What follows belongs to an exercise in optimizing a design on an open flow for a short achievable clock period and few clock cycles; a production flow would make more cautious choices.
Only simulation tests tie the RTL to the original design; equivalence was not proved.
Power is estimated from default activity; no workload was simulated.

## design.v

```verilog
module ks_inv (input a, output y);
  assign y = ~a;
endmodule
module ks_nand2 (input a, input b, output y);
  assign y = ~(a & b);
endmodule
module ks_nor2 (input a, input b, output y);
  assign y = ~(a | b);
endmodule
module ks_xor2 (input a, input b, output y);
  assign y = a ^ b;
endmodule
module ks_xnor2 (input a, input b, output y);
  assign y = ~(a ^ b);
endmodule
module ks_aoi21 (input a, input b, input c, output y);
  assign y = ~(a | (b & c));
endmodule
module ks_oai21 (input a, input b, input c, output y);
  assign y = ~(a & (b | c));
endmodule
module ks_majn (input a, input b, input c, output y);
  assign y = ~((a & b) | ((a | b) & c));
endmodule
module ks_prefix #(parameter N = 32) (
    input  [N-1:0] gn,    
    input  [N-1:0] tn,    
    output [N-1:0] c      
);
  localparam L = (N <= 2) ? 1 : (N <= 4) ? 2 : (N <= 8) ? 3 : (N <= 16) ? 4 : 5;
  wire [N-1:0] G[0:L];
  wire [N-1:0] T[0:L];
  assign G[0] = gn;
  assign T[0] = tn;
  genvar l, i;
  generate
    for (l = 1; l <= L; l = l + 1) begin : LV
      for (i = 0; i < N; i = i + 1) begin : C
        if (i >= (1 << (l - 1))) begin : CMB
          if (l % 2 == 1) begin : LH
            ks_oai21 ug (.a(G[l-1][i]), .b(T[l-1][i]), .c(G[l-1][i-(1<<(l-1))]), .y(G[l][i]));
            if (i >= (1 << l)) begin : BT
              ks_nor2 ut (.a(T[l-1][i]), .b(T[l-1][i-(1<<(l-1))]), .y(T[l][i]));
            end else begin : NT
              assign T[l][i] = 1'b0;
            end
          end else begin : HL
            ks_aoi21 ug (.a(G[l-1][i]), .b(T[l-1][i]), .c(G[l-1][i-(1<<(l-1))]), .y(G[l][i]));
            if (i >= (1 << l)) begin : BT
              ks_nand2 ut (.a(T[l-1][i]), .b(T[l-1][i-(1<<(l-1))]), .y(T[l][i]));
            end else begin : NT
              assign T[l][i] = 1'b0;
            end
          end
        end else begin : PASS
          ks_inv ug (.a(G[l-1][i]), .y(G[l][i]));
          assign T[l][i] = 1'b0;
        end
      end
    end
    if (L % 2 == 1) begin : OH
      assign c = G[L];
    end else begin : OL
      for (i = 0; i < N; i = i + 1) begin : CI
        ks_inv u (.a(G[L][i]), .y(c[i]));
      end
    end
  endgenerate
endmodule
module ks_add #(parameter N = 32) (
    input  [N-1:0] a,
    input  [N-1:0] b,
    input          cin,
    output [N-1:0] s
);
  wire [N-1:0] x, gn, tn, c;
  genvar i;
  generate
    for (i = 0; i < N; i = i + 1) begin : B
      ks_xor2 ux (.a(a[i]), .b(b[i]), .y(x[i]));
      if (i == 0) begin : B0
        ks_majn ug (.a(a[0]), .b(b[0]), .c(cin), .y(gn[0]));
        assign tn[0] = 1'b1;
        ks_xor2 us (.a(x[0]), .b(cin), .y(s[0]));
      end else begin : BI
        ks_nand2 ug (.a(a[i]), .b(b[i]), .y(gn[i]));
        ks_nor2  ut (.a(a[i]), .b(b[i]), .y(tn[i]));
        ks_xor2  us (.a(x[i]), .b(c[i-1]), .y(s[i]));
      end
    end
  endgenerate
  ks_prefix #(.N(N)) up (.gn(gn), .tn(tn), .c(c));
endmodule
module ks_inc #(parameter N = 30) (
    input  [N-1:0] a,
    output [N-1:0] s
);
  wire [N-1:0] gn, tn, c;
  genvar i;
  generate
    for (i = 0; i < N; i = i + 1) begin : B
      if (i == 0) begin : B0
        ks_inv ug (.a(a[0]), .y(gn[0]));
        assign tn[0] = 1'b1;
        ks_inv us (.a(a[0]), .y(s[0]));
      end else begin : BI
        assign gn[i] = 1'b1;
        ks_inv ut (.a(a[i]), .y(tn[i]));
        ks_xor2 us (.a(a[i]), .b(c[i-1]), .y(s[i]));
      end
    end
  endgenerate
  ks_prefix #(.N(N)) up (.gn(gn), .tn(tn), .c(c));
endmodule
module ks_lt #(parameter N = 32) (
    input  [N-1:0] a,
    input  [N-1:0] b,
    input          sgn,
    output         lt
);
  wire [N-1:0] aa, bn, gn, tn, c;
  assign aa = {a[N-1] ^ sgn, a[N-2:0]};
  assign bn = ~{b[N-1] ^ sgn, b[N-2:0]};
  genvar i;
  generate
    for (i = 0; i < N; i = i + 1) begin : B
      if (i == 0) begin : B0
        ks_nor2 ug (.a(aa[0]), .b(bn[0]), .y(gn[0]));
        assign tn[0] = 1'b1;
      end else begin : BI
        ks_nand2 ug (.a(aa[i]), .b(bn[i]), .y(gn[i]));
        ks_nor2  ut (.a(aa[i]), .b(bn[i]), .y(tn[i]));
      end
    end
  endgenerate
  ks_prefix #(.N(N)) up (.gn(gn), .tn(tn), .c(c));
  assign lt = ~c[N-1];
endmodule
module ks_eq #(parameter N = 32) (
    input  [N-1:0] a,
    input  [N-1:0] b,
    output         eq
);
  wire [N-1:0] e;
  genvar i;
  generate
    for (i = 0; i < N; i = i + 1) begin : B
      ks_xnor2 u (.a(a[i]), .b(b[i]), .y(e[i]));
    end
  endgenerate
  wire [15:0] l1;
  wire [7:0]  l2;
  wire [3:0]  l3;
  wire [1:0]  l4;
  wire        l5;
  generate
    for (i = 0; i < 16; i = i + 1) begin : C1
      ks_nand2 u (.a(e[2*i]), .b(e[2*i+1]), .y(l1[i]));
    end
    for (i = 0; i < 8; i = i + 1) begin : C2
      ks_nor2 u (.a(l1[2*i]), .b(l1[2*i+1]), .y(l2[i]));
    end
    for (i = 0; i < 4; i = i + 1) begin : C3
      ks_nand2 u (.a(l2[2*i]), .b(l2[2*i+1]), .y(l3[i]));
    end
    for (i = 0; i < 2; i = i + 1) begin : C4
      ks_nor2 u (.a(l3[2*i]), .b(l3[2*i+1]), .y(l4[i]));
    end
  endgenerate
  ks_nand2 u5 (.a(l4[0]), .b(l4[1]), .y(l5));
  ks_inv u6 (.a(l5), .y(eq));
endmodule
`timescale 1ns / 1ps
module myCPU (
    input wire cpu_rst,
    input wire cpu_clk,
    output wire [13:0] inst_addr,
    input  wire [31:0] inst,
    output wire [31:0] Bus_addr,
    input  wire [31:0] Bus_rdata,
    output wire        Bus_wen,
    output wire [31:0] Bus_wdata
    , 
    output wire        debug_wb_have_inst,
    output wire [31:0] debug_wb_pc,
    output             debug_wb_ena,
    output wire [ 4:0] debug_wb_reg,
    output wire [31:0] debug_wb_value
);
  localparam NB = 8;             
  localparam NL = 4;             
  wire clk = cpu_clk;
  wire rst = cpu_rst;
  reg  [31:0] pc_f;
  reg  [13:0] pc_o;              
  reg  [13:0] pc_b;              
  reg         d_valid;
  reg  [31:0] d_inst;
  reg  [31:0] d_pc;
  reg  [31:0] d_pc4;
  reg  [31:0] d_pnpc;
  reg         d_hit;
  reg         d_ptaken;
  reg         d_is_lui, d_is_auipc, d_is_jal, d_is_jalr, d_is_br, d_is_ld, d_is_st, d_is_alu;
  reg         d_use1, d_use2;
  reg         p_1E, p_2E, p_1M, p_2M, p_1W, p_2W;    
  reg  [31:1]  q_oh1, q_oh2;     
  reg         d_bpos, d_bneg;    
  reg         e_valid;
  reg  [31:0] e_pc;
  reg  [31:0] e_pc4;
  reg  [31:0] e_pnpc;
  reg  [31:0] e_a;
  reg  [31:0] e_b;
  reg  [31:0] e_sd;
  reg  [31:0] e_timm;
  reg         e_fan, e_fas, e_fao, e_fbn, e_fbs, e_fbo, e_fsn, e_fss, e_fso;
  reg         e_xan, e_xas, e_xao, e_xbn, e_xbs, e_xbo;    
  reg         e_t1, e_t0, e_m1, e_m0, e_uselt;
  reg         e_r_add, e_r_slt, e_r_sltu, e_r_and, e_r_or, e_r_xor, e_r_sll, e_r_sr, e_r_pre;
  reg         e_sub, e_sra, e_sgn;
  reg  [ 4:0] e_rd;
  reg         e_rfwe;
  reg         e_ld;
  reg         e_sw;
  reg         e_sbsh;
  reg  [ 2:0] e_f3;
  reg         e_br;
  reg         e_jal;
  reg         e_jalr;
  reg         e_tok;
  reg         e_nok;
  reg         e_ret;
  reg         e_call;
  reg         m_valid;
  reg  [31:0] m_pc;
  reg  [31:0] m_sum;
  reg  [31:0] m_oth;
  reg         m_add;
  reg  [ 4:0] m_rd;
  reg         m_rfwe;
  reg         m_ld;
  reg  [ 2:0] m_f3;
  reg  [31:0] m_addr;
  reg         m_sbsh;
  reg  [31:0] m_sd;
  reg         w_we;
  reg  [ 4:0] w_rd;
  reg  [31:0] w_val;
  reg  [31:1] w_sel;
  reg         o_have;
  reg  [31:0] o_pc;
  reg         o_ena;
  reg  [ 4:0] o_rd;
  reg  [31:0] o_val;
  reg  [31:0] bus_addr_r;
  reg         bus_wen_r;
  reg  [31:0] bus_wdata_r;
  reg         r_redir;
  reg         r_sj, r_st;
  reg  [31:0] r_jt;
  reg  [31:0] r_tgt;
  reg  [31:0] r_pc4;
  reg         u_valid;
  reg  [13:0] u_tag;
  reg  [13:0] u_tgt;
  reg         u_taken;
  reg         u_br;
  reg         u_ret;
  reg         u_call;
  reg  [31:0] ras;
  reg  [NL-1:0] lv;
  reg  [13:0] ltag  [0:NL-1];
  reg  [ 6:0] llast [0:NL-1];
  reg  [ 6:0] lcur  [0:NL-1];
  reg  [ 6:0] lccur [0:NL-1];
  reg  [NL-1:0] lex;
  reg  [ 1:0] lptr;
  reg         d_lhit, d_lx;
  reg  [NL-1:0] d_lsel;
  reg         e_lback, e_lx;
  reg  [NL-1:0] e_lsel;
  reg  [ 6:0] e_lcnt;
  reg         u_lv, u_lx;
  reg  [NL-1:0] u_lsel;
  reg  [ 6:0] u_lcnt;
  reg  [NL-1:0] u_lok;
  reg         btb_v   [0:NB-1];
  reg  [13:0] btb_tag [0:NB-1];
  reg  [ 2:0] btb_ptr;
  reg  [13:0] btb_tgt [0:NB-1];
  reg  [ 1:0] btb_ctr [0:NB-1];
  reg         btb_ret [0:NB-1];
  reg         btb_call[0:NB-1];
  reg  [31:0] rf      [1:31];
  reg  [31:1] rf_ok;             
  reg  [NB-1:0] f_m;
  reg           f_hit, f_ret;
  reg  [ 1:0]   f_ctr;
  reg  [13:0]   f_tgt;
  integer k;
  always @(*) begin
    f_hit = 1'b0; f_ret = 1'b0; f_ctr = 2'b00; f_tgt = 14'd0;
    for (k = 0; k < NB; k = k + 1) begin
      f_m[k] = btb_v[k] && (btb_tag[k] == pc_b);
      f_hit  = f_hit | f_m[k];
      f_ret  = f_ret | (f_m[k] & btb_ret[k]);
      f_ctr  = f_ctr | ({2{f_m[k]}} & btb_ctr[k]);
      f_tgt  = f_tgt | ({14{f_m[k]}} & btb_tgt[k]);
    end
  end
  reg  [NL-1:0] f_lm;
  integer kk;
  always @(*) begin
    for (kk = 0; kk < NL; kk = kk + 1) f_lm[kk] = lv[kk] && (ltag[kk] == pc_b);
  end
  wire          f_lhit = |f_lm;
  wire          f_lx = |(f_lm & lex & ~({NL{d_valid && d_lhit}} & d_lsel));
  wire          f_ptaken = f_hit && f_ctr[1] && !f_lx;
  wire [31:0]   f_pc4;
  assign f_pc4[1:0] = pc_f[1:0];
  ks_inc #(.N(30)) u_finc (.a(pc_f[31:2]), .s(f_pc4[31:2]));
  wire [31:0]   f_btgt = f_ret ? ras : {pc_f[31:16], f_tgt, 2'b00};
  wire [31:0]   f_pnpc = f_ptaken ? f_btgt : f_pc4;
  assign inst_addr = pc_o;
  wire [6:0] f_op = inst[6:0];
  wire f_is_lui   = f_op == 7'b0110111;
  wire f_is_auipc = f_op == 7'b0010111;
  wire f_is_jal   = f_op == 7'b1101111;
  wire f_is_jalr  = f_op == 7'b1100111;
  wire f_is_br    = f_op == 7'b1100011;
  wire f_is_ld    = f_op == 7'b0000011;
  wire f_is_st    = f_op == 7'b0100011;
  wire f_is_opi   = f_op == 7'b0010011;
  wire f_is_op    = f_op == 7'b0110011;
  wire [15:0] f_immB = {{4{inst[31]}}, inst[7], inst[30:25], inst[11:8], 1'b0};
  wire [15:0] f_immJ = {inst[15:12], inst[20], inst[30:21], 1'b0};
  wire [15:0] f_tqB, f_tqJ;
  ks_add #(.N(16)) u_ftqb (.a(pc_f[15:0]), .b(f_immB), .cin(1'b0), .s(f_tqB));
  ks_add #(.N(16)) u_ftqj (.a(pc_f[15:0]), .b(f_immJ), .cin(1'b0), .s(f_tqJ));
  wire [31:0] f_tq   = {pc_f[31:16], f_is_jal ? f_tqJ : f_tqB};
  wire f_rdt_n = f_is_jal || (f_is_br && inst[31] && !f_lx);
  wire f_rdr_n = f_is_jalr && inst[11:7] == 5'd0 && inst[31:20] == 12'd0;
  wire f_rd_t = (f_is_jal && !f_ptaken) || (f_is_br && inst[31] && !f_hit && !f_lx);
  wire f_rd_r = f_rdr_n && !f_ptaken;
  wire [31:0] f_nohit = f_rdt_n ? f_tq : f_rdr_n ? ras : f_pc4;
  wire [31:0] f_yhit  = (f_ctr[1] && !f_lx) ? f_btgt : f_pc4;
  wire [31:0] f_pnpc2 = f_hit ? f_yhit : f_nohit;
  wire [ 4:0] d_rd  = d_inst[11:7];
  wire [ 2:0] d_f3  = d_inst[14:12];
  wire [ 4:0] d_rs1 = d_inst[19:15];
  wire [ 4:0] d_rs2 = d_inst[24:20];
  wire        d_f7b = d_inst[30];
  wire        d_is_ctl = d_is_jal | d_is_jalr | d_is_br;
  wire        d_is_mem = d_is_ld | d_is_st;
  wire        d_rfwe = ~(d_is_br | d_is_st);
  wire        d_sub = d_is_alu && d_inst[5] && d_f7b && d_f3 == 3'b000;
  wire        d_call = (d_is_jal || d_is_jalr) && d_rd != 5'd0;
  wire [31:0] d_immI = {{20{d_inst[31]}}, d_inst[31:20]};
  wire [31:0] d_immS = {{20{d_inst[31]}}, d_inst[31:25], d_inst[11:7]};
  wire [31:0] d_immB = {{20{d_inst[31]}}, d_inst[7], d_inst[30:25], d_inst[11:8], 1'b0};
  wire [31:0] d_immJ = {{12{d_inst[31]}}, d_inst[19:12], d_inst[20], d_inst[30:21], 1'b0};
  wire [31:0] d_immU = {d_inst[31:12], 12'd0};
  wire [31:0] d_timm = d_is_jal ? d_immJ : d_immB;
  function automatic addeq(input [31:0] a, input [31:0] b, input [31:0] x);
    reg [31:0] k, co;
    begin
      k  = a ^ b ^ x;
      co = (a & b) | ((a ^ b) & k);
      addeq = !k[0] && (k[31:1] == co[30:0]);
    end
  endfunction
  wire [1:0]  m_alo = m_addr[1:0];
  wire [31:0] m_rsh = Bus_rdata >> {m_alo, 3'b000};
  wire [31:0] m_ldv = m_f3[1] ? Bus_rdata :
                      m_f3[0] ? {{16{~m_f3[2] & m_rsh[15]}}, m_rsh[15:0]} :
                                {{24{~m_f3[2] & m_rsh[7]}}, m_rsh[7:0]};
  wire [31:0] m_val = m_ld ? m_ldv : m_add ? m_sum : m_oth;
  wire e_wr = e_valid && e_rfwe && (e_rd != 5'd0);
  wire m_wr = m_valid && m_rfwe && (m_rd != 5'd0);
  wire d_1E = p_1E;
  wire d_2E = p_2E;
  wire d_1M = p_1M;
  wire d_2M = p_2M;
  wire d_1W = p_1W;
  wire d_2W = p_2W;
  reg  [31:0] d_rf1, d_rf2;
  always @(*) begin
    d_rf1 = 32'd0;
    d_rf2 = 32'd0;
    for (k = 1; k < 32; k = k + 1) begin
      d_rf1 = d_rf1 | ({32{q_oh1[k]}} & rf[k]);
      d_rf2 = d_rf2 | ({32{q_oh2[k]}} & rf[k]);
    end
  end
  wire [31:0] d_v1 = ({32{d_1M}} & m_val) | ({32{d_1W}} & w_val) | d_rf1;
  wire [31:0] d_v2 = ({32{d_2M}} & m_val) | ({32{d_2W}} & w_val) | d_rf2;
  wire d_bsel = d_use2 && !d_is_st;    
  wire d_lduse = e_ld && ((d_use1 && d_1E) || (d_use2 && d_2E));
  wire d_subfw = d_bneg && d_2E;
  wire d_memrmw = e_valid && e_sbsh && d_is_mem;
  wire stall_d = d_valid && (d_lduse || d_subfw || d_memrmw);
  wire       d_wr   = d_valid && d_rfwe && (d_rd != 5'd0);
  wire       e_wrl  = e_live && e_rfwe && (e_rd != 5'd0);
  wire [4:0] i_rs1 = inst[19:15];
  wire [4:0] i_rs2 = inst[24:20];
  wire n_1E = !stall_d && d_wr && (d_rd == i_rs1);
  wire n_2E = !stall_d && d_wr && (d_rd == i_rs2);
  wire f_1M = e_wrl && (e_rd == i_rs1);
  wire f_2M = e_wrl && (e_rd == i_rs2);
  wire f_1W = m_wr && (m_rd == i_rs1) && !f_1M;
  wire f_2W = m_wr && (m_rd == i_rs2) && !f_2M;
  wire s_1M = e_wrl && (e_rd == d_rs1);
  wire s_2M = e_wrl && (e_rd == d_rs2);
  wire s_1W = m_wr && (m_rd == d_rs1) && !s_1M;
  wire s_2W = m_wr && (m_rd == d_rs2) && !s_2M;
  wire n_1M = stall_d ? s_1M : f_1M;
  wire n_2M = stall_d ? s_2M : f_2M;
  wire n_1W = stall_d ? s_1W : f_1W;
  wire n_2W = stall_d ? s_2W : f_2W;
  reg  [31:1] f_oh1, f_oh2, s_oh1, s_oh2;
  integer q;
  always @(*) begin
    for (q = 1; q < 32; q = q + 1) begin
      f_oh1[q] = (i_rs1 == q) && (rf_ok[q] || w_sel[q]) && !f_1M && !f_1W;
      f_oh2[q] = (i_rs2 == q) && (rf_ok[q] || w_sel[q]) && !f_2M && !f_2W;
      s_oh1[q] = (d_rs1 == q) && (rf_ok[q] || w_sel[q]) && !s_1M && !s_1W;
      s_oh2[q] = (d_rs2 == q) && (rf_ok[q] || w_sel[q]) && !s_2M && !s_2W;
    end
  end
  wire [31:1] n_oh1 = stall_d ? s_oh1 : f_oh1;
  wire [31:1] n_oh2 = stall_d ? s_oh2 : f_oh2;
  wire d_back = d_inst[31];
  wire d_rd_seq = !d_is_ctl && d_ptaken;
  wire redir_d = d_valid && !stall_d && !r_redir && d_rd_seq;
  wire [31:0] d_rdpc = d_pc4;
  wire d_tok_p = addeq(d_pc, d_timm, d_pnpc);
  wire d_tok = !d_rd_seq && d_tok_p;
  wire d_nok = d_rd_seq || d_pnpc == d_pc4;
  wire d_t1 = d_is_jal || (d_is_br && !d_f3[0]);
  wire d_t0 = d_is_jal || (d_is_br && d_f3[0]);
  wire d_m1 = d_t1 ? !d_tok : !d_nok;
  wire d_m0 = d_t0 ? !d_tok : !d_nok;
  wire d_shift = d_is_alu && d_f3[1:0] == 2'b01;
  wire d_r_add  = (d_is_alu && d_f3 == 3'b000) || d_is_mem || d_is_lui || d_is_auipc;
  wire d_r_sll  = d_is_alu && d_f3 == 3'b001;
  wire d_r_slt  = d_is_alu && d_f3 == 3'b010;
  wire d_r_sltu = d_is_alu && d_f3 == 3'b011;
  wire d_r_xor  = d_is_alu && d_f3 == 3'b100;
  wire d_r_sr   = d_is_alu && d_f3 == 3'b101;
  wire d_r_or   = d_is_alu && d_f3 == 3'b110;
  wire d_r_and  = d_is_alu && d_f3 == 3'b111;
  wire d_r_pre  = d_is_jal || d_is_jalr;
  wire [31:0] ea = ({32{e_fan}} & e_a)  | ({32{e_fas}} & m_sum) | ({32{e_fao}} & m_oth);
  wire [31:0] eb = ({32{e_fbn}} & e_b)  | ({32{e_fbs}} & m_sum) | ({32{e_fbo}} & m_oth);
  wire [31:0] es = ({32{e_fsn}} & e_sd) | ({32{e_fss}} & m_sum) | ({32{e_fso}} & m_oth);
  wire [31:0] xa = ({32{e_xan}} & e_a)  | ({32{e_xas}} & m_sum) | ({32{e_xao}} & m_oth);
  wire [ 4:0] xb = ({5{e_xbn}} & e_b[4:0]) | ({5{e_xbs}} & m_sum[4:0]) | ({5{e_xbo}} & m_oth[4:0]);
  wire [31:0] e_sum;
  ks_add #(.N(32)) u_eadd (.a(ea), .b(eb), .cin(e_sub), .s(e_sum));
  wire        e_eq;
  ks_eq #(.N(32)) u_eeq (.a(ea), .b(eb), .eq(e_eq));
  wire        e_lt;              
  ks_lt #(.N(32)) u_elt (.a(ea), .b(eb), .sgn(e_sgn), .lt(e_lt));
  wire [31:0] e_tgt;
  ks_add #(.N(32)) u_etgt (.a(e_pc), .b(e_timm), .cin(1'b0), .s(e_tgt));
  wire [31:0] e_sll = xa << xb;
  wire signed [32:0] e_srx = {e_sra & xa[31], xa};
  wire [32:0] e_srs = e_srx >>> xb;
  wire [31:0] e_sr  = e_srs[31:0];
  wire [31:0] e_oth = ({32{e_r_slt | e_r_sltu}} & {31'd0, e_lt})
                    | ({32{e_r_and}} & (ea & eb))
                    | ({32{e_r_or}} & (ea | eb))
                    | ({32{e_r_xor}} & (ea ^ eb))
                    | ({32{e_r_sll}} & e_sll)
                    | ({32{e_r_sr}} & e_sr)
                    | ({32{e_r_pre}} & e_pc4);
  wire [31:0] e_jk = ea ^ eb ^ e_pnpc;
  wire [31:0] e_jg = ea & eb;
  wire [31:0] e_jco = e_jg | ((ea ^ eb) & e_jk);
  wire        e_jok = (e_jk[1] == e_jg[0]) && (e_jk[31:2] == e_jco[30:1]);
  wire e_raw = e_uselt ? e_lt : e_eq;
  wire e_taken = e_raw ? e_t1 : e_t0;
  wire [31:0] e_jt = {e_sum[31:1], 1'b0};
  wire e_mis = e_jalr ? !e_jok : (e_raw ? e_m1 : e_m0);
  wire e_live = e_valid && !r_redir;
  wire [31:0] r_rpc = r_sj ? r_jt : r_st ? r_tgt : r_pc4;
  wire [31:0] m_merge;
  assign m_merge[7:0]   = (m_f3[0] ? !m_alo[1] : m_alo == 2'd0) ? m_sd[7:0] : Bus_rdata[7:0];
  assign m_merge[15:8]  = m_f3[0] ? (!m_alo[1] ? m_sd[15:8] : Bus_rdata[15:8])
                                  : (m_alo == 2'd1 ? m_sd[7:0] : Bus_rdata[15:8]);
  assign m_merge[23:16] = (m_f3[0] ? m_alo[1] : m_alo == 2'd2) ? m_sd[7:0] : Bus_rdata[23:16];
  assign m_merge[31:24] = m_f3[0] ? (m_alo[1] ? m_sd[15:8] : Bus_rdata[31:24])
                                  : (m_alo == 2'd3 ? m_sd[7:0] : Bus_rdata[31:24]);
  assign Bus_addr  = bus_addr_r;
  assign Bus_wen   = bus_wen_r;
  assign Bus_wdata = bus_wdata_r;
  integer i;
  wire [31:0] pc_next = r_redir ? r_rpc : redir_d ? d_rdpc : f_pnpc2;
  always @(posedge clk or posedge rst) begin
    if (rst) begin
      pc_f <= 32'd0;
    end else if (pc_upd) begin
      pc_f <= pc_next;
    end
  end
  wire pc_upd = r_redir || redir_d || !stall_d;
  always @(posedge clk or posedge rst) begin
    if (rst) begin
      pc_o <= 14'd0;
      pc_b <= 14'd0;
    end else begin
      pc_o <= pc_upd ? pc_next[15:2] : pc_f[15:2];
      pc_b <= pc_upd ? pc_next[15:2] : pc_o;
    end
  end
  always @(posedge clk or posedge rst) begin
    if (rst) begin
      d_valid <= 1'b0;
    end else if (r_redir || redir_d) begin
      d_valid <= 1'b0;
    end else if (!stall_d) begin
      d_valid <= 1'b1;
    end
  end
  always @(posedge clk) begin
    if (!stall_d) begin
      d_inst     <= inst;
      d_pc       <= pc_f;
      d_pc4      <= f_pc4;
      d_pnpc     <= f_pnpc2;
      d_hit      <= f_hit;
      d_ptaken   <= f_ptaken || f_rd_t || f_rd_r;
      d_lhit     <= f_lhit;
      d_lsel     <= f_lm;
      d_lx       <= f_lx;
      d_is_lui   <= f_is_lui;
      d_is_auipc <= f_is_auipc;
      d_is_jal   <= f_is_jal;
      d_is_jalr  <= f_is_jalr;
      d_is_br    <= f_is_br;
      d_is_ld    <= f_is_ld;
      d_is_st    <= f_is_st;
      d_is_alu   <= f_is_op || f_is_opi;
      d_use1     <= !(f_is_lui || f_is_auipc || f_is_jal);
      d_use2     <= f_is_op || f_is_br || f_is_st;
      d_bpos     <= f_is_br || (f_is_op && !(inst[30] && inst[14:12] == 3'b000));
      d_bneg     <= f_is_op && inst[30] && inst[14:12] == 3'b000;
    end
  end
  always @(posedge clk) begin
    p_1E <= n_1E;
    p_2E <= n_2E;
    p_1M <= n_1M;
    p_2M <= n_2M;
    p_1W <= n_1W;
    p_2W <= n_2W;
    q_oh1 <= n_oh1;
    q_oh2 <= n_oh2;
  end
  always @(posedge clk or posedge rst) begin
    if (rst) begin
      e_valid <= 1'b0;
    end else begin
      e_valid <= d_valid && !stall_d && !r_redir;
    end
  end
  always @(posedge clk) begin
    e_pc    <= d_pc;
    e_pc4   <= d_pc4;
    e_timm  <= d_timm;
    e_pnpc  <= redir_d ? d_rdpc : d_pnpc;
    e_a     <= ({32{d_is_auipc}} & d_pc) | ({32{d_use1}} & d_v1);
    e_b     <= ({32{!d_bsel}} & (d_is_st ? d_immS : (d_is_lui || d_is_auipc) ? d_immU : d_immI))
             | ({32{d_bpos}} & d_v2) | ({32{d_bneg}} & ~d_v2);
    e_sd    <= d_v2;
    e_fan   <= !(d_use1 && d_1E);
    e_fbn   <= !(d_bsel && d_2E);
    e_fsn   <= !d_2E;
    e_xan   <= d_shift && !d_1E;
    e_xas   <= d_shift && d_1E && e_r_add;
    e_xao   <= d_shift && d_1E && !e_r_add;
    e_xbn   <= d_shift && !(d_bsel && d_2E);
    e_xbs   <= d_shift && d_bsel && d_2E && e_r_add;
    e_xbo   <= d_shift && d_bsel && d_2E && !e_r_add;
    e_t1    <= d_t1;
    e_t0    <= d_t0;
    e_m1    <= d_m1;
    e_m0    <= d_m0;
    e_uselt <= d_f3[2];
    e_fas   <= d_use1 && d_1E && e_r_add;
    e_fao   <= d_use1 && d_1E && !e_r_add;
    e_fbs   <= d_bsel && d_2E && e_r_add;
    e_fbo   <= d_bsel && d_2E && !e_r_add;
    e_fss   <= d_2E && e_r_add;
    e_fso   <= d_2E && !e_r_add;
    e_r_add <= d_r_add;
    e_r_slt <= d_r_slt;
    e_r_sltu <= d_r_sltu;
    e_r_and <= d_r_and;
    e_r_or  <= d_r_or;
    e_r_xor <= d_r_xor;
    e_r_sll <= d_r_sll;
    e_r_sr  <= d_r_sr;
    e_r_pre <= d_r_pre;
    e_sub   <= d_sub;
    e_sra   <= d_f7b;
    e_sgn   <= d_is_br ? !d_f3[1] : !d_f3[0];
    e_rd    <= d_rd;
    e_rfwe  <= d_rfwe;
    e_ld    <= d_is_ld;
    e_sw    <= d_is_st && d_f3[1];
    e_sbsh  <= d_is_st && !d_f3[1];
    e_f3    <= d_f3;
    e_br    <= d_is_br;
    e_jal   <= d_is_jal;
    e_jalr  <= d_is_jalr;
    e_tok   <= d_tok;
    e_nok   <= d_nok;
    e_ret   <= d_is_jalr && d_rd == 5'd0 && d_inst[31:20] == 12'd0;
    e_call  <= d_call;
    e_lback <= d_is_br && d_back;
    e_lx    <= d_lx;
    e_lsel  <= d_lhit ? d_lsel : l_new;
    e_lcnt  <= d_lhit ? d_lcur : 7'd0;
  end
  always @(posedge clk or posedge rst) begin
    if (rst) begin
      m_valid <= 1'b0;
      m_sbsh  <= 1'b0;
      bus_wen_r <= 1'b0;
      r_redir <= 1'b0;
      u_valid <= 1'b0;
      u_lv    <= 1'b0;
    end else begin
      m_valid <= e_live;
      m_sbsh  <= e_live && e_sbsh;
      bus_wen_r <= (e_live && e_sw) || m_sbsh;
      r_redir <= e_live && e_mis;
      u_valid <= e_live && (e_jal || e_jalr || e_br);
      u_lv    <= e_live && e_lback;
    end
  end
  always @(posedge clk) begin
    m_pc   <= e_pc;
    m_sum  <= e_sum;
    m_oth  <= e_oth;
    m_add  <= e_r_add;
    m_rd   <= e_rd;
    m_rfwe <= e_rfwe;
    m_ld   <= e_ld;
    m_f3   <= e_f3;
    m_addr <= e_sum;
    m_sd   <= es;
    bus_addr_r <= m_sbsh ? m_addr : e_sum;
    bus_wdata_r <= m_sbsh ? m_merge : es;
    r_sj   <= e_jalr;
    r_st   <= e_taken;
    r_jt   <= e_jt;
    r_tgt  <= e_tgt;
    r_pc4  <= e_pc4;
    u_tag  <= e_pc[15:2];
    u_tgt  <= e_jalr ? e_jt[15:2] : e_tgt[15:2];
    u_taken <= e_taken || e_jalr;
    u_lx    <= e_lx;
    u_lsel  <= e_lsel;
    u_lcnt  <= e_lcnt;
    for (i = 0; i < NL; i = i + 1) u_lok[i] <= e_lsel[i] && ltag[i] == e_pc[15:2];
    u_br   <= e_br;
    u_ret  <= e_ret;
    u_call <= e_call;
  end
  always @(posedge clk or posedge rst) begin
    if (rst) begin
      w_we  <= 1'b0;
      w_sel <= 31'd0;
    end else begin
      w_we  <= m_wr;
      for (i = 1; i < 32; i = i + 1) w_sel[i] <= m_wr && m_rd == i;
    end
  end
  always @(posedge clk) begin
    if (m_wr) begin
      w_rd  <= m_rd;
      w_val <= m_val;
    end
  end
  always @(posedge clk or posedge rst) begin
    if (rst) begin
      o_have <= 1'b0;
    end else begin
      o_have <= m_valid;
    end
  end
  always @(posedge clk) begin
    o_pc  <= m_pc;
    o_ena <= m_rfwe;
    o_rd  <= m_rd;
    o_val <= m_val;
  end
  always @(posedge clk) begin
    for (i = 1; i < 32; i = i + 1) begin
      if (w_sel[i]) rf[i] <= w_val;
    end
  end
  always @(posedge clk or posedge rst) begin
    if (rst) begin
      rf_ok <= 31'd0;
    end else begin
      rf_ok <= rf_ok | w_sel;
    end
  end
  always @(posedge clk or posedge rst) begin
    if (rst) begin
      ras <= 32'd0;
    end else if (d_valid && !stall_d && !r_redir && d_call) begin
      ras <= d_pc4;
    end
  end
  reg  [ 6:0] d_lcur;
  reg  [NL-1:0] l_new;
  integer kl;
  always @(*) begin
    d_lcur = 7'd0;
    for (kl = 0; kl < NL; kl = kl + 1) begin
      d_lcur   = d_lcur | ({7{d_lsel[kl]}} & lcur[kl]);
      l_new[kl] = (lptr == kl);
    end
  end
  wire       l_dgo = d_valid && !stall_d && !r_redir && d_is_br && d_back;
  wire [6:0] u_lcnt1 = (u_lcnt == 7'h7f) ? 7'h7f : u_lcnt + 7'd1;
  reg  [6:0] l_cur_n  [0:NL-1];
  reg  [6:0] l_last_n [0:NL-1];
  reg  [6:0] l_ccur_n [0:NL-1];
  reg  [NL-1:0] l_ex_n;
  always @(*) begin
    for (kl = 0; kl < NL; kl = kl + 1) begin
      l_last_n[kl] = llast[kl];
      l_ccur_n[kl] = lccur[kl];
      l_cur_n[kl]  = lcur[kl];
      if (u_lv && u_lok[kl]) begin
        if (u_taken) begin
          l_ccur_n[kl] = u_lcnt1;
          if (u_lx) l_last_n[kl] = 7'd0;
        end else begin
          l_ccur_n[kl] = 7'd0;
          l_last_n[kl] = (u_lcnt == 7'h7f) ? 7'd0 : u_lcnt1;
        end
      end
      l_ex_n[kl] = (l_last_n[kl] != 7'd0) &&
                   (r_redir ? (l_ccur_n[kl] + 7'd1 == l_last_n[kl]) :
                    (l_dgo && d_lhit && d_lsel[kl]) ? (d_lx ? (l_last_n[kl] == 7'd1) : (lcur[kl] + 7'd2 == l_last_n[kl])) :
                    (l_dgo && !d_lhit && l_new[kl]) ? 1'b0 :
                    (lcur[kl] + 7'd1 == l_last_n[kl]));
      if (r_redir) begin
        l_cur_n[kl] = l_ccur_n[kl];
      end else if (l_dgo && d_lhit && d_lsel[kl]) begin
        l_cur_n[kl] = d_lx ? 7'd0 : (lcur[kl] == 7'h7f) ? 7'h7f : lcur[kl] + 7'd1;
      end else if (l_dgo && !d_lhit && l_new[kl]) begin
        l_cur_n[kl]  = 7'd1;
        l_last_n[kl] = 7'd0;
        l_ccur_n[kl] = 7'd0;
      end
    end
  end
  always @(posedge clk or posedge rst) begin
    if (rst) begin
      lv   <= {NL{1'b0}};
      lptr <= 2'd0;
      lex  <= {NL{1'b0}};
    end else begin
      if (l_dgo && !d_lhit) begin
        lv   <= lv | l_new;
        lptr <= lptr + 2'd1;
      end
      for (i = 0; i < NL; i = i + 1)
        lex[i] <= l_ex_n[i];
    end
  end
  always @(posedge clk) begin
    for (i = 0; i < NL; i = i + 1) begin
      lcur[i]  <= l_cur_n[i];
      llast[i] <= l_last_n[i];
      lccur[i] <= l_ccur_n[i];
      if (l_dgo && !d_lhit && l_new[i]) ltag[i] <= d_pc[15:2];
    end
  end
  reg  [NB-1:0] u_m;
  integer j;
  reg           u_hit;
  reg  [ 1:0]   u_ctr;
  always @(*) begin
    u_hit = 1'b0; u_ctr = 2'b00;
    for (j = 0; j < NB; j = j + 1) begin
      u_m[j] = btb_v[j] && (btb_tag[j] == u_tag);
      u_hit  = u_hit | u_m[j];
      u_ctr  = u_ctr | ({2{u_m[j]}} & btb_ctr[j]);
    end
  end
  wire [1:0] u_ctr_inc = (u_ctr == 2'b11) ? 2'b11 : u_ctr + 2'b01;
  wire [1:0] u_ctr_dec = (u_ctr == 2'b00) ? 2'b00 : u_ctr - 2'b01;
  wire       u_alloc = u_valid && !u_hit && u_taken;
  wire [1:0] u_ctr_new = !u_br ? 2'b11 : !u_hit ? 2'b10 : u_taken ? u_ctr_inc : u_ctr_dec;
  always @(posedge clk or posedge rst) begin
    if (rst) begin
      btb_ptr <= 3'd0;
      for (i = 0; i < NB; i = i + 1) begin
        btb_v[i]   <= 1'b0;
        btb_ctr[i] <= 2'b00;
      end
    end else begin
      if (u_alloc) btb_ptr <= btb_ptr + 3'd1;
      for (i = 0; i < NB; i = i + 1) begin
        if (u_valid && (u_hit ? u_m[i] : (u_taken && btb_ptr == i))) begin
          btb_v[i]   <= 1'b1;
          btb_ctr[i] <= u_ctr_new;
        end
      end
    end
  end
  always @(posedge clk) begin
    for (i = 0; i < NB; i = i + 1) begin
      if (u_valid && (u_hit ? u_m[i] : (u_taken && btb_ptr == i))) begin
        btb_tag[i]  <= u_tag;
        btb_ret[i]  <= u_ret;
        btb_call[i] <= u_call;
        if (u_taken) btb_tgt[i] <= u_tgt;
      end
    end
  end
  assign debug_wb_have_inst = o_have;
  assign debug_wb_pc        = o_pc;
  assign debug_wb_ena       = o_ena;
  assign debug_wb_reg       = o_rd;
  assign debug_wb_value     = o_val;
endmodule
```

## run.sh

```bash
#!/bin/bash
# synth_recipe.tcl (not shown) runs the flow's synth.tcl, then flattens the netlist and writes it again
# the make line also repeats each setting of config.mk as NAME=value (left out here)
make -C /OpenROAD-flow-scripts/flow DESIGN_CONFIG=/design/flow/config.mk WORK_HOME=/design/flow/orfs CLKGATE_MAP_FILE= SYNTH_SCRIPT=/design/flow/synth_recipe.tcl finish
```

## config.mk

```make
export PLATFORM = sky130hd
export DESIGN_NAME = myCPU
export DESIGN_NICKNAME = myCPU
export VERILOG_FILES = /design/flow/design.v
export SDC_FILE = /design/flow/constraint.sdc
export NUM_CORES = 8
export LEC_CHECK = 0
export CAP_MARGIN = 20
export CORE_MARGIN = 2
export CORE_UTILIZATION = 45
export SETUP_SLACK_MARGIN = 5
export SLEW_MARGIN = 20
export SYNTH_HIERARCHICAL = 1
```

## constraint.sdc

```tcl
create_clock -name core_clock -period 8.0 [get_ports {cpu_clk}]
set_input_delay 1.6000 -clock core_clock [delete_from_list [all_inputs] [get_ports {cpu_clk}]]
set_output_delay 1.6000 -clock core_clock [all_outputs]
set_load 0.01 [all_outputs]
```

==> impl_metrics.toml, run 1 <==
[pwr]
leakage_power_summed_over_all_cells_nw = 51.3
worst_ir_drop_vdd_uv = 266
p_per_cell_area_nw_per_um2 = 326

[worst_hold_path]
hold_path_depth = 0
hold_path_class = "register to register"
worst_hold_path.endpoint = "u_lcnt[1]"
hold_start = "e_lcnt[1]"

[floorplanning]
standard_cell_rows = 185
ioPinCount = 216
die_h_um = 508
chipWidth_um = 508
die_area_um2 = 258000
floorplan.core_area_um2 = 253000
initial_core_util_pct = 45.2

[finish]
layout.nets = 11000
layout.filler_cells = 21500
layout_common_cells = "1479 x edfxtp_1, 742 x nand2_1, 617 x nor2_1"
area_added_between_synthesis_and_finish_pct = 21.5
final_layout_size_suffix_gt1_share_pct = 23.6
layout.cells.most_common = "edfxtp_1"
post_layout_nonfiller_instances = 14400

[outcome]
run_status = "complete, no violations"

[setup_path]
cp_data_arrival_time_ns = 4.11
critical_path_cell_count = 13
critical_path_buf_inv_count = 4
worst-path-max-fanout = 10
worst-r2r-setup-slack_ns = 4.70
ff2ff_path_depth = 13
critPathSlowestCell = "dfrtp_4"
critical_path.endpoint_type = "register"
timing.critical_path.cells = "buf_12 -> buf_4 -> xnor2_1 -> nand3_1 -> nor4_4 -> buf_12 -> buf_4 -> a22oi_2 -> nand4_1 -> mux2_4 -> mux2i_4 -> a211oi_2 -> a211o_1"
critical_path_class = "register to register"
worst_r2r_startpoint = "pc_b[10]"
cp.required_ns = 8.82
cp-start-kind = "register"
crit_path_largest_cell_delay_ns = 0.50
path_delay_family = "simple AND/OR/NAND/NOR gates"
crit-reg2reg-capture = "pc_o[10]"

[clock_tree]
clkSinkCount = 2421
tritoncts = "done"
numCtsBuffers = 281
post_cts_hold_buffer_count = 0
clock_tree.root_cell = "clkbuf_16"
number_of_levels_the_h_tree_was_split_into = 5
clock_path_buffers = 4
worst_setup_hold_path_clk_slew_ns = 0.06
clock_latency_ns = 0.99

[grt]
grt_util_all_layers_pct = 42.0
first_global_vias = 92900
grt_max_degree = 106
grt_pass1_wl_um = 755000
antenna_found_initial = 40
grt_remaining_overflow = 0

[routing]
drt_drc_violations_left = 0
wire_per_inst_um = 39.5
num_vias = 100000
detail-route-antenna-nets = 0
vias_per_cell = 6.98
routed_wirelength_um = 567000
drt_first_iter_violations = 19500
number_of_iterations_in_the_first_detailed_routing_pass = 17

[sta]
slew_headroom_pct = 9.04
timing.final.hold_violations = 0
unrepaired_setup_endpoints_after_global_routing = "true"
timing.final.max_slew_violations = 0
tightestPinTransition_ns = 1.35
report.final.setup_viol = 0
final_skew_ns = 0.131
min_period_over_period_pct = 41.2
achievable-frequency_ghz = 0.303
finalSetupTns_ns = 0
layout_min_cycle_time_ns = 3.30

[place]
place.detailed.hpwl_um = 355000
placedCellCount = 13400
place.gp.congestion = 1.02
port_buffers = 215

[run]
drv_cap = 0

[yosys]
synth-warning-count = 24
synth_area_per_cell_um2 = 11.4
netlist_area_um2 = 114000
netlist_instances = 10000
## repair_timing
action	4_1_cts	5_1_grt
endpoints found under the setup margin	1016	516
resized for setup	1478	452
buffers inserted	262	175
pin swaps	178	194
gates cloned	33	8
## worst max path at each step
stage                          endpoint     start  slack, ns
after floorplan           btb_ctr[0][0]   cpu_rst       3.81
after global placement       d_pnpc[14]  inst[24]       2.94
after detailed placement        pc_o[8]   inst[3]       2.88
after CTS                  inst_addr[9]   pc_o[9]       4.78
after global routing            u_taken     e_fbs       4.66
final                          pc_o[10]  pc_b[10]       4.70
## per-layer routing
metal / vias up / GRT usage (%) / part of all wire, %
li1: 39500 / - / -
met1: 49100 / 53.3 / 35
met2: 9079 / 60.1 / 41
met3: 2528 / 14.9 / 15
met4: 42 / 28.0 / 8.6
met5: - / 0.204 / 0.059
## cell type report
class                   count  area (um2)  share of cell area [%]
repair buffers            956        9180                    6.60
well taps                3366        4210                    3.03
diodes                     25        62.6                  0.0450
inverters                 427        1710                    1.23
multi-input cells        6669       50100                    36.0
clock buffers             388        7970                    5.73
flip-flops and latches   2421       64800                    46.6
clock inverters            98         988                   0.711
## report_power, final
group / switching, mW / total [mW] / internal (mW)
Clock: 5.28 / 12.8 / 7.48
Combinational: 8.44 / 13.4 / 4.96
Sequential: 3.40 / 19.3 / 15.9
Total: 17.1 / 45.4 / 28.3
## per-stage QoR
step | hold slack [ns] | setup WS [ns] | total power, mW | utilization, % | instance area, um2
3_3_place_gp | 0.310 | 2.94 | 30.7 | 47.9 | 121000
5_1_grt | 0.330 | 4.66 | 46.4 | 54.8 | 139000
2_1_floorplan | 0.310 | 3.81 | 24.5 | - | 115000
6_report | 0.322 | 4.70 | 45.4 | 54.9 | 139000
4_1_cts | 0.322 | 4.78 | 44.1 | 53.5 | 136000
3_5_place_dp | 0.312 | 2.88 | 30.8 | 47.9 | 122000
## registers in the layout, summed over array words and instances, names as in the netlist, 56 cells and up
name and count:
btb_tgt 112, btb_tag 112, ltag 56, rf 992
Testbench counts, summed over its fixed seeds: cycles 83,222.
==> inputs of run 2 (changes only) <==
--- a/design.v
+++ b/design.v
@@ -344,8 +344,22 @@
   wire f_rd_t = (f_is_jal && !f_ptaken) || (f_is_br && inst[31] && !f_hit && !f_lx);
   wire f_rd_r = f_rdr_n && !f_ptaken;
   wire [31:0] f_nohit = f_rdt_n ? f_tq : f_rdr_n ? ras : f_pc4;
-  wire [31:0] f_yhit  = (f_ctr[1] && !f_lx) ? f_btgt : f_pc4;
-  wire [31:0] f_pnpc2 = f_hit ? f_yhit : f_nohit;
+  reg  [13:0] f_tsel;
+  reg         f_anyt, f_anyr, f_any4;
+  integer kt;
+  always @(*) begin
+    f_tsel = 14'd0; f_anyt = 1'b0; f_anyr = 1'b0; f_any4 = 1'b0;
+    for (kt = 0; kt < NB; kt = kt + 1) begin
+      f_tsel = f_tsel | ({14{f_m[kt] & btb_ctr[kt][1] & !btb_ret[kt] & !f_lx}} & btb_tgt[kt]);
+      f_anyt = f_anyt | (f_m[kt] & btb_ctr[kt][1] & !btb_ret[kt] & !f_lx);
+      f_anyr = f_anyr | (f_m[kt] & btb_ctr[kt][1] & btb_ret[kt] & !f_lx);
+      f_any4 = f_any4 | (f_m[kt] & (!btb_ctr[kt][1] | f_lx));
+    end
+  end
+  wire [31:0] f_pnpc2 = {({16{f_anyt}} & pc_f[31:16]), f_tsel, 2'b00}
+                      | ({32{f_anyr}} & ras)
+                      | ({32{f_any4}} & f_pc4)
+                      | ({32{!f_hit}} & f_nohit);
   wire [ 4:0] d_rd  = d_inst[11:7];
   wire [ 2:0] d_f3  = d_inst[14:12];
   wire [ 4:0] d_rs1 = d_inst[19:15];
@@ -505,13 +519,14 @@
     end
   end
   wire pc_upd = r_redir || redir_d || !stall_d;
+  always @(posedge clk) begin
+    pc_b <= pc_upd ? pc_next[15:2] : pc_o;
+  end
   always @(posedge clk or posedge rst) begin
     if (rst) begin
       pc_o <= 14'd0;
-      pc_b <= 14'd0;
     end else begin
       pc_o <= pc_upd ? pc_next[15:2] : pc_f[15:2];
-      pc_b <= pc_upd ? pc_next[15:2] : pc_o;
     end
   end
   always @(posedge clk or posedge rst) begin
==> run 2 against run 1 <==
Against the previous run:
- largest power group unchanged
- clock power about the same
- routed wire length shrank 3.0%
- first-iteration DRC count decreased by 0.17%
- still clean
- non-clock buffer count is 94 lower
- register-to-register slack improved by 0.04 ns
- setup slack lost 0.054 ns
- clock-buffer cell count down 24
- combinational power about the same
- critical path depth is the same
==> impl_metrics.toml, run 2 <==
[routing]
detail-route-antenna-nets = 0
number_of_iterations_in_the_first_detailed_routing_pass = 17
drt_first_iter_violations = 19500
routed_wirelength_um = 550000
wire_per_inst_um = 38.6
num_vias = 99700
vias_per_cell = 7.00
drt_drc_violations_left = 0

[sta]
finalSetupTns_ns = 0
report.final.setup_viol = 0
unrepaired_setup_endpoints_after_global_routing = "true"
timing.final.max_slew_violations = 0
final_skew_ns = 0.111
min_period_over_period_pct = 41.9
achievable-frequency_ghz = 0.298
final_hold_slack_ns = 0.308
final.setup.worst_slack_ns = 4.65
tightestPinTransition_ns = 1.34
layout_min_cycle_time_ns = 3.35
timing.final.hold_violations = 0
slew_headroom_pct = 10.1

[place]
port_buffers = 215
place.gp.congestion = 1.01
placedCellCount = 13400
place.detailed.hpwl_um = 344000
dpl-instance-area_um2 = 121000
post-place-ws_ns = 2.68

[setup_path]
cp-start-kind = "input port"
critical_path.endpoint_type = "register"
worst-r2r-setup-slack_ns = 4.74
ff2ff_path_depth = 16
cp_data_arrival_time_ns = 4.05
worst-path-max-fanout = 5
cp.required_ns = 8.70
critical_path_class = "input port to register"

[grt]
grt_remaining_overflow = 0
grt_util_all_layers_pct = 40.9
first_global_vias = 92300
antenna_found_initial = 52
grt_pass1_wl_um = 738000
grt_max_degree = 119

[clock_tree]
clkSinkCount = 2421
worst_setup_hold_path_clk_slew_ns = 0.06
clock_path_buffers = 4
clock_tree.root_cell = "clkbuf_16"
clock_latency_ns = 0.98
tritoncts = "done"
numCtsBuffers = 282
number_of_levels_the_h_tree_was_split_into = 5

[floorplanning]
die_h_um = 507
die_area_um2 = 257000
initial_core_util_pct = 45.3
ioPinCount = 216
chipWidth_um = 507
standard_cell_rows = 184
floorplan.core_area_um2 = 251000

[pwr]
leakage_power_summed_over_all_cells_nw = 50.2
p_total_mw = 45.3
p_per_cell_area_nw_per_um2 = 330
worst_ir_drop_vdd_uv = 262

[finish]
largestRegisters = "rf x992, btb_tag x112, btb_tgt x112"
layout.nets = 10900
largest_reg_flops = 992
post_layout_nonfiller_instances = 14200
area_added_between_synthesis_and_finish_pct = 20.6
area_of_all_placed_cells_without_fillers_um2 = 137000
final_layout_size_suffix_gt1_share_pct = 22.1
layout.cells.most_common = "edfxtp_1"
final_core_util_pct = 54.6
max_flop_register = "rf"
layout_common_cells = "1479 x edfxtp_1, 774 x nand2_1, 662 x nor2_1"

[yosys]
synth-warning-count = 24
netlist_instances = 10000
synth_area_per_cell_um2 = 11.4
netlist_area_um2 = 114000

[run]
drv_cap = 0

[outcome]
run_status = "complete, no violations"

[worst_hold_path]
hold_path_depth = 0
hold_path_class = "register to register"
run 2: layer usage:
metal  vias to the layer above  track usage [%]  part of all wire, %
met2                      9261             57.6                   40
met1                     48400             52.2                   35
met5                         -            0.185                 0.11
met4                        46             26.8                  8.5
li1                      39300                -                    -
met3                      2597             15.8                   15
run 2: worst paths after layout:
kind                           from         end
hold / removal             m_pc[16]    o_pc[16]
setup reg to reg              e_fbs     u_taken
max in group asynchronous   cpu_rst      m_sbsh
hold reg to reg            m_pc[16]    o_pc[16]
setup / recovery            inst[3]  d_pnpc[15]
min in group asynchronous   cpu_rst    rf_ok[8]
run 2: critical path, stage by stage:
cell	delay, ns
buf_6	0.09
nand3b_1	0.29
buf_6	0.24
nor2_4	0.10
and3_4	0.26
nand2_2	0.08
or3_4	0.40
buf_4	0.16
buf_6	0.11
o221a_4	0.21
a22oi_2	0.21
nor3b_4	0.25
inv_1	0.07
run 2: power breakdown:
group | leakage, nW | switching [mW] | internal [mW]
sequential | 22.4 | 3.14 | 15.9
combinational | 23.3 | 8.32 | 4.85
clock | 4.56 | 5.36 | 7.77
total | 50.2 | 16.8 | 28.5
run 2: layout make-up:
cell class | instances | area [um2]
antenna | 22 | 55.1
multi-input combinational | 6629 | 49000
tap | 3348 | 4190
timing repair buffer | 862 | 8260
clock buffer | 364 | 7880
clock inverter | 125 | 1390
fill | 21300 | 114000
inverter | 474 | 1880
sequential | 2421 | 64700
run 2: repair_timing:
item | 4_1_cts | 5_1_grt
cloned | 16 | 7
buffers inserted | 220 | 130
pin swaps | 148 | 164
resized for setup | 1352 | 467
hold buffers | 0 | 0
endpoints found under the hold margin | 0 | 0
setup endpoints to repair | 1050 | 592
Testbench counts of run 2, summed over its fixed seeds: cycles 83,222.
==> inputs of run 3 (changes only) <==
--- a/design.v
+++ b/design.v
@@ -214,8 +214,8 @@
   reg  [31:0] e_b;
   reg  [31:0] e_sd;
   reg  [31:0] e_timm;
-  reg         e_fan, e_fas, e_fao, e_fbn, e_fbs, e_fbo, e_fsn, e_fss, e_fso;
-  reg         e_xan, e_xas, e_xao, e_xbn, e_xbs, e_xbo;    
+  reg  [31:0] m_fa, m_fb, m_fs, m_fxa;
+  reg  [ 4:0] m_fxb;
   reg         e_t1, e_t0, e_m1, e_m0, e_uselt;
   reg         e_r_add, e_r_slt, e_r_sltu, e_r_and, e_r_or, e_r_xor, e_r_sll, e_r_sr, e_r_pre;
   reg         e_sub, e_sra, e_sgn;
@@ -465,11 +465,11 @@
   wire d_r_or   = d_is_alu && d_f3 == 3'b110;
   wire d_r_and  = d_is_alu && d_f3 == 3'b111;
   wire d_r_pre  = d_is_jal || d_is_jalr;
-  wire [31:0] ea = ({32{e_fan}} & e_a)  | ({32{e_fas}} & m_sum) | ({32{e_fao}} & m_oth);
-  wire [31:0] eb = ({32{e_fbn}} & e_b)  | ({32{e_fbs}} & m_sum) | ({32{e_fbo}} & m_oth);
-  wire [31:0] es = ({32{e_fsn}} & e_sd) | ({32{e_fss}} & m_sum) | ({32{e_fso}} & m_oth);
-  wire [31:0] xa = ({32{e_xan}} & e_a)  | ({32{e_xas}} & m_sum) | ({32{e_xao}} & m_oth);
-  wire [ 4:0] xb = ({5{e_xbn}} & e_b[4:0]) | ({5{e_xbs}} & m_sum[4:0]) | ({5{e_xbo}} & m_oth[4:0]);
+  wire [31:0] ea = e_a  | m_fa;
+  wire [31:0] eb = e_b  | m_fb;
+  wire [31:0] es = e_sd | m_fs;
+  wire [31:0] xa = e_a  | m_fxa;
+  wire [ 4:0] xb = e_b[4:0] | m_fxb;
   wire [31:0] e_sum;
   ks_add #(.N(32)) u_eadd (.a(ea), .b(eb), .cin(e_sub), .s(e_sum));
   wire        e_eq;
@@ -585,30 +585,20 @@
     e_pc4   <= d_pc4;
     e_timm  <= d_timm;
     e_pnpc  <= redir_d ? d_rdpc : d_pnpc;
-    e_a     <= ({32{d_is_auipc}} & d_pc) | ({32{d_use1}} & d_v1);
+    e_a     <= ({32{d_is_auipc}} & d_pc) | ({32{d_use1 && !d_1E}} & d_v1);
     e_b     <= ({32{!d_bsel}} & (d_is_st ? d_immS : (d_is_lui || d_is_auipc) ? d_immU : d_immI))
-             | ({32{d_bpos}} & d_v2) | ({32{d_bneg}} & ~d_v2);
-    e_sd    <= d_v2;
-    e_fan   <= !(d_use1 && d_1E);
-    e_fbn   <= !(d_bsel && d_2E);
-    e_fsn   <= !d_2E;
-    e_xan   <= d_shift && !d_1E;
-    e_xas   <= d_shift && d_1E && e_r_add;
-    e_xao   <= d_shift && d_1E && !e_r_add;
-    e_xbn   <= d_shift && !(d_bsel && d_2E);
-    e_xbs   <= d_shift && d_bsel && d_2E && e_r_add;
-    e_xbo   <= d_shift && d_bsel && d_2E && !e_r_add;
+             | ({32{d_bpos && !d_2E}} & d_v2) | ({32{d_bneg}} & ~d_v2);
+    e_sd    <= {32{!d_2E}} & d_v2;
+    m_fa    <= ({32{d_use1 && d_1E && e_r_add}} & e_sum) | ({32{d_use1 && d_1E && !e_r_add}} & e_oth);
+    m_fb    <= ({32{d_bsel && d_2E && e_r_add}} & e_sum) | ({32{d_bsel && d_2E && !e_r_add}} & e_oth);
+    m_fs    <= ({32{d_2E && e_r_add}} & e_sum) | ({32{d_2E && !e_r_add}} & e_oth);
+    m_fxa   <= ({32{d_shift && d_1E && e_r_add}} & e_sum) | ({32{d_shift && d_1E && !e_r_add}} & e_oth);
+    m_fxb   <= ({5{d_shift && d_bsel && d_2E && e_r_add}} & e_sum[4:0]) | ({5{d_shift && d_bsel && d_2E && !e_r_add}} & e_oth[4:0]);
     e_t1    <= d_t1;
     e_t0    <= d_t0;
     e_m1    <= d_m1;
     e_m0    <= d_m0;
     e_uselt <= d_f3[2];
-    e_fas   <= d_use1 && d_1E && e_r_add;
-    e_fao   <= d_use1 && d_1E && !e_r_add;
-    e_fbs   <= d_bsel && d_2E && e_r_add;
-    e_fbo   <= d_bsel && d_2E && !e_r_add;
-    e_fss   <= d_2E && e_r_add;
-    e_fso   <= d_2E && !e_r_add;
     e_r_add <= d_r_add;
     e_r_slt <= d_r_slt;
     e_r_sltu <= d_r_sltu;
==> run 3 against run 2 <==
Against the previous run:
- clock-buffer cell count rose by 15
- routed wire length rose by 4.3%
- hold slack improved by 0.018 ns
- area after synthesis rose by 3.4%
- die area rose by 3.3%
- clock power barely moved
- design area rose by 4.3%
- total power rose by 3.9%
- setup slack improved by 0.082 ns
- critical path type is now register to register
- largest cell class unchanged
==> impl_metrics.toml, run 3 <==
[finish]
final_layout_size_suffix_gt1_share_pct = 23.2
layout.nets = 11300
area_added_between_synthesis_and_finish_pct = 21.7
layout.cells.most_common = "edfxtp_1"
layout.filler_cells = 21800
layout_common_cells = "1479 x edfxtp_1, 805 x nor2_1, 705 x dfxtp_1"
largestRegisters = "rf x992, btb_tag x112, btb_tgt x112"
largest_reg_flops = 992
post_layout_nonfiller_instances = 14800
max_flop_register = "rf"

[clock_tree]
clock_latency_ns = 0.92
clkSinkCount = 2539
post_cts_hold_buffer_count = 0
numCtsBuffers = 285
clock_tree.root_cell = "clkbuf_16"
tritoncts = "done"
worst_setup_hold_path_clk_slew_ns = 0.06
clock_path_buffers = 4
number_of_levels_the_h_tree_was_split_into = 5

[setup_path]
critical_path.endpoint_type = "register"
top_cell_by_count_worst_path = "buf_6"
timing.critical_path.cells = "buf_12 -> buf_12 -> xnor2_2 -> nand3b_1 -> nor4_4 -> buf_6 -> buf_4 -> buf_6 -> a22oi_2 -> and4_4 -> o221ai_4 -> buf_4 -> buf_6 -> buf_12 -> buf_6 -> a221oi_4 -> inv_1"
cp_data_arrival_time_ns = 3.89
crit_path_largest_cell_delay_ns = 0.39
critical_path_class = "register to register"
cp.required_ns = 8.62
critPathSlowestCell = "a221oi_4"
cp-start-kind = "register"
worst-path-max-fanout = 8

[place]
placedCellCount = 13900
place.gp.congestion = 1.04
place.detailed.hpwl_um = 368000
port_buffers = 215

[sta]
final_skew_ns = 0.0909
layout_min_cycle_time_ns = 3.27
tightestPinTransition_ns = 1.22
finalSetupTns_ns = 0
achievable-frequency_ghz = 0.306
slew_headroom_pct = 18.4
timing.final.max_slew_violations = 0
unrepaired_setup_endpoints_after_global_routing = "true"
timing.final.hold_violations = 0
report.final.setup_viol = 0
min_period_over_period_pct = 40.9

[floorplanning]
initial_core_util_pct = 45.3
standard_cell_rows = 187
chipWidth_um = 515
floorplan.core_area_um2 = 260000
die_h_um = 515
ioPinCount = 216
die_area_um2 = 266000

[grt]
first_global_vias = 95200
grt_util_all_layers_pct = 41.5
grt_max_degree = 99
grt_pass1_wl_um = 770000
antenna_found_initial = 46
grt_remaining_overflow = 0

[routing]
routed_wirelength_um = 574000
num_vias = 102000
drt_drc_violations_left = 0
number_of_iterations_in_the_first_detailed_routing_pass = 8
wire_per_inst_um = 38.7
vias_per_cell = 6.89
detail-route-antenna-nets = 0
drt_first_iter_violations = 18900

[pwr]
worst_ir_drop_vdd_uv = 201
p_per_cell_area_nw_per_um2 = 329
leakage_power_summed_over_all_cells_nw = 51.7

[worst_hold_path]
hold_path_class = "register to register"

[run]
drv_cap = 0

[yosys]
netlist_instances = 10400
synth-warning-count = 24
netlist_area_um2 = 118000
synth_area_per_cell_um2 = 11.3

[outcome]
run_status = "complete, no violations"
[run 3: worst max-delay path, delay by kind of cell (launching register included)]
family | cells | cell delay, ns
AO/OA/AOI/OAI | 3 | 0.69
flip-flops | 1 | 0.33
buffers and inverters | 10 | 1.34
XOR/XNOR | 1 | 0.13
AND/OR/NAND/NOR | 3 | 0.49
[run 3: layer usage]
layer	share of wire [%]	global-route usage [%]	routed length [um]
met1	35	51.4	201000
met2	42	60.5	239000
met3	15	14.9	83200
met4	8.8	28.2	50400
met5	0.10	0.749	575
[run 3: repair_timing]
| item | in CTS | in global routing |
|---|---|---|
| cloned | 13 | 12 |
| pin swaps | 125 | 137 |
| gates resized for setup | 1554 | 484 |
| setup endpoints to repair | 1213 | 592 |
| setup buffers | 210 | 150 |
[run 3: layout make-up]
| cell class | instances | area (um2) | area share (%) |
|---|---|---|---|
| Sequential cell | 2539 | 67000 | 46.8 |
| Multi-Input combinational cell | 6902 | 52300 | 36.5 |
| Timing Repair Buffer | 870 | 8390 | 5.86 |
| Clock buffer | 379 | 7960 | 5.56 |
| Tap cell | 3496 | 4370 | 3.05 |
| Inverter | 464 | 1820 | 1.27 |
| Clock inverter | 126 | 1230 | 0.857 |
| Antenna cell | 30 | 75.1 | 0.0524 |
| Timing Repair inverter | 1 | 8.76 | 0.00612 |
[run 3: metrics by stage]
stage	area (um2)	hold slack (ns)	setup WS [ns]	utilization (%)	total power, mW
after floorplan	119000	0.310	4.01	-	25.3
after global placement	125000	0.311	2.09	48.1	31.7
after detailed placement	125000	0.313	2.31	48.1	31.8
after CTS	139000	0.327	4.74	53.5	45.6
after global routing	143000	0.332	4.70	55.1	48.2
final	143000	0.326	4.73	55.1	47.1
[run 3: worst paths after layout]
kind                                start  cells after the start   endpoint  slack [ns]
worst max-delay path              pc_b[9]                     17  d_pnpc[3]        4.73
worst min-delay path            e_lcnt[0]                      0  u_lcnt[0]        0.33
worst max register to register    pc_b[9]                     17  d_pnpc[3]        4.73
worst min register to register  e_lcnt[0]                      0  u_lcnt[0]        0.33
max in group asynchronous         cpu_rst                      4       u_lv        5.40
min in group asynchronous         cpu_rst                      2  w_sel[18]        1.08
[run 3: where the power goes]
part | switching (mW) | internal (mW)
registers | 3.23 | 16.4
logic | 9.10 | 5.18
clock network | 5.61 | 7.58
Testbench counts of run 3, summed over its fixed seeds: cycles 83,222.
==> inputs of run 4 (changes only) <==
--- a/design.v
+++ b/design.v
@@ -198,7 +198,6 @@
   reg  [31:0] d_inst;
   reg  [31:0] d_pc;
   reg  [31:0] d_pc4;
-  reg  [31:0] d_pnpc;
   reg         d_hit;
   reg         d_ptaken;
   reg         d_is_lui, d_is_auipc, d_is_jal, d_is_jalr, d_is_br, d_is_ld, d_is_st, d_is_alu;
@@ -448,6 +447,7 @@
   wire d_rd_seq = !d_is_ctl && d_ptaken;
   wire redir_d = d_valid && !stall_d && !r_redir && d_rd_seq;
   wire [31:0] d_rdpc = d_pc4;
+  wire [31:0] d_pnpc = pc_f;
   wire d_tok_p = addeq(d_pc, d_timm, d_pnpc);
   wire d_tok = !d_rd_seq && d_tok_p;
   wire d_nok = d_rd_seq || d_pnpc == d_pc4;
@@ -543,7 +543,6 @@
       d_inst     <= inst;
       d_pc       <= pc_f;
       d_pc4      <= f_pc4;
-      d_pnpc     <= f_pnpc2;
       d_hit      <= f_hit;
       d_ptaken   <= f_ptaken || f_rd_t || f_rd_r;
       d_lhit     <= f_lhit;
==> run 4 against run 3 <==
Against the previous run:
- still clean
- highest routed layer unchanged
- synthesized cell count shrank 0.82%
- hold slack lost 0.0014 ns
- area after synthesis shrank 0.98%
==> impl_metrics.toml, run 4 <==
[outcome]
run_status = "complete, no violations"

[setup_path]
critical_path_class = "register to register"
ff2ff_path_depth = 7
cp_data_arrival_time_ns = 3.88
crit-reg2reg-capture = "e_b[0]"
cp.required_ns = 8.72
critical_path.endpoint_type = "register"
worst_r2r_startpoint = "q_oh2[18]"
cp-start-kind = "register"
worst-r2r-setup-slack_ns = 4.84
worst-path-max-fanout = 18

[routing]
detail-route-antenna-nets = 0
drt_drc_violations_left = 0
wire_per_inst_um = 39.6
routed_wirelength_um = 582000
vias_per_cell = 6.92
number_of_iterations_in_the_first_detailed_routing_pass = 8
num_vias = 102000
drt_first_iter_violations = 18400

[sta]
unrepaired_setup_endpoints_after_global_routing = "true"
slew_headroom_pct = 16.6
achievable-frequency_ghz = 0.316
final_hold_slack_ns = 0.324
timing.final.hold_violations = 0
final_skew_ns = 0.0935
layout_min_cycle_time_ns = 3.16
timing.final.max_slew_violations = 0
min_period_over_period_pct = 39.6
report.final.setup_viol = 0
tightestPinTransition_ns = 1.24
finalSetupTns_ns = 0

[run]
drv_cap = 0

[floorplanning]
die_h_um = 513
ioPinCount = 216
initial_core_util_pct = 45.3
floorplan.core_area_um2 = 257000
chipWidth_um = 513
die_area_um2 = 263000
standard_cell_rows = 186

[grt]
first_global_vias = 94400
grt_max_degree = 127
grt_util_all_layers_pct = 42.1
antenna_found_initial = 45
grt_remaining_overflow = 0
grt_pass1_wl_um = 770000

[finish]
layout.cells.most_common = "edfxtp_1"
layout.nets = 11300
max_flop_register = "rf"
final_layout_size_suffix_gt1_share_pct = 24.8
area_added_between_synthesis_and_finish_pct = 23.5
layout_common_cells = "1447 x edfxtp_1, 754 x nand2_1, 729 x nor2_1"
area_of_all_placed_cells_without_fillers_um2 = 144000
final_core_util_pct = 56.0
largestRegisters = "rf x992, btb_tag x112, btb_tgt x112"
largest_reg_flops = 992

[pwr]
worst_ir_drop_vdd_uv = 297
p_per_cell_area_nw_per_um2 = 331
leakage_power_summed_over_all_cells_nw = 52.3

[clock_tree]
worst_setup_hold_path_clk_slew_ns = 0.07
clkSinkCount = 2507
number_of_levels_the_h_tree_was_split_into = 5
clock_path_buffers = 4
tritoncts = "done"
numCtsBuffers = 293
clock_latency_ns = 0.98
clock_tree.root_cell = "clkbuf_16"

[yosys]
netlist_instances = 10300
synth-warning-count = 24
synth_area_per_cell_um2 = 11.3
netlist_area_um2 = 117000

[place]
place.detailed.hpwl_um = 372000
port_buffers = 215
place.gp.congestion = 1.03
dpl-instance-area_um2 = 124000

[worst_hold_path]
worst_hold_path.endpoint = "o_pc[18]"
hold_path_class = "register to register"
hold_start = "m_pc[18]"
hold_path_depth = 0
-- run 4: area by class of cell --
cell class	count	area, um2
fill	21400	113000
sequential	2507	66100
multi-input combinational	6875	52600
timing repair buffer	933	9670
clock buffer	373	8020
tap	3384	4230
inverter	453	1730
clock inverter	142	1470
antenna	30	75.1
-- run 4: layer usage --
metal,vias up,global-route usage [%],wire length (um)
met5,-,0,282
met4,34,30.0,52700
met3,2726,15.1,84600
met2,9237,60.9,241000
met1,49600,52.1,203000
li1,40200,-,-
-- run 4: through the flow --
stage | power [mW] | instances | setup slack [ns]
3_5_place_dp | 31.7 | 13700 | 2.85
2_1_floorplan | 25.1 | 10400 | 4.01
3_3_place_gp | 31.7 | 13700 | 2.52
4_1_cts | 45.8 | 14400 | 4.82
5_1_grt | 48.7 | 14700 | 4.78
6_report | 47.7 | 14700 | 4.84
-- run 4: where the power goes --
part           internal, mW  switching [mW]  total (mW)
sequential             16.1            3.36        19.5
combinational          5.52            9.18        14.7
clock                  7.91            5.58        13.5
total                  29.6            18.1        47.7
-- run 4: how the worst max path moves through the flow --
stage | from | to | depth (start not counted)
2_1_floorplan | cpu_rst | btb_ctr[0][0] | 1
6_report | q_oh2[18] | e_b[0] | 7
4_1_cts | bus_wen_r | Bus_wen | 1
3_3_place_gp | Bus_rdata[31] | e_a[15] | 8
5_1_grt | u_lv | lex[1] | 10
3_5_place_dp | inst[24] | pc_f[21] | 8
-- run 4: critical path: stages (launching register included) --
cell	delay (ns)
dfxtp_2	0.62
buf_4	0.49
a22oi_1	0.25
nand4_1	0.19
nor4_4	0.63
o21ai_2	0.16
mux2i_1	0.25
o211ai_1	0.35
-- run 4: what timing repair did --
action	4_1_cts	5_1_grt
gates resized for setup	1611	591
cloned	19	22
pin swaps	132	187
hold buffers	0	0
setup endpoints to repair	1013	620
setup buffers	181	194
Testbench counts of run 4, summed over its fixed seeds: cycles 83,222.

## static timing again, ports no longer ideal
Ports are ideal in the flow. The routed layouts listed here were re-timed in OpenROAD. Step 1 sets driving cells, clkbuf_16 on the clock port and buf_2 on the other inputs (assumed; they add their load-dependent delay and slew). Step 2 moves the port delays by t, midway between the first and last clock arrival at a register: inputs arrive t later, outputs are due t later. That takes back most of the time a late clock gives input paths. a / b / c = ideal / step 1 / step 2; a / b = the first two.
run | shift t [ns] | setup slack, ns | worst hold slack (ns) | clock arrival spread, ns | worst register clock-pin slew, ns
run 1 | 1.030 | 4.701 / 4.698 / 3.792 | 0.322 / 0.322 / 0.322 | 0.133 / 0.132 | 0.07 / 0.07
run 2 | 1.034 | 4.647 / 4.719 / 3.685 | 0.308 / 0.308 / 0.308 | 0.128 / 0.128 | 0.07 / 0.07
run 3 | 0.979 | 4.730 / 4.730 / 3.868 | 0.326 / 0.326 / 0.326 | 0.091 / 0.091 | 0.07 / 0.07
run 4 | 1.042 | 4.836 / 4.737 / 3.869 | 0.324 / 0.324 / 0.324 | 0.121 / 0.121 | 0.07 / 0.07
After both steps every run listed still meets setup and hold. The setup slack of run 4, which loses most, moves by -0.099 ns with the drivers and by -0.967 ns with both steps.
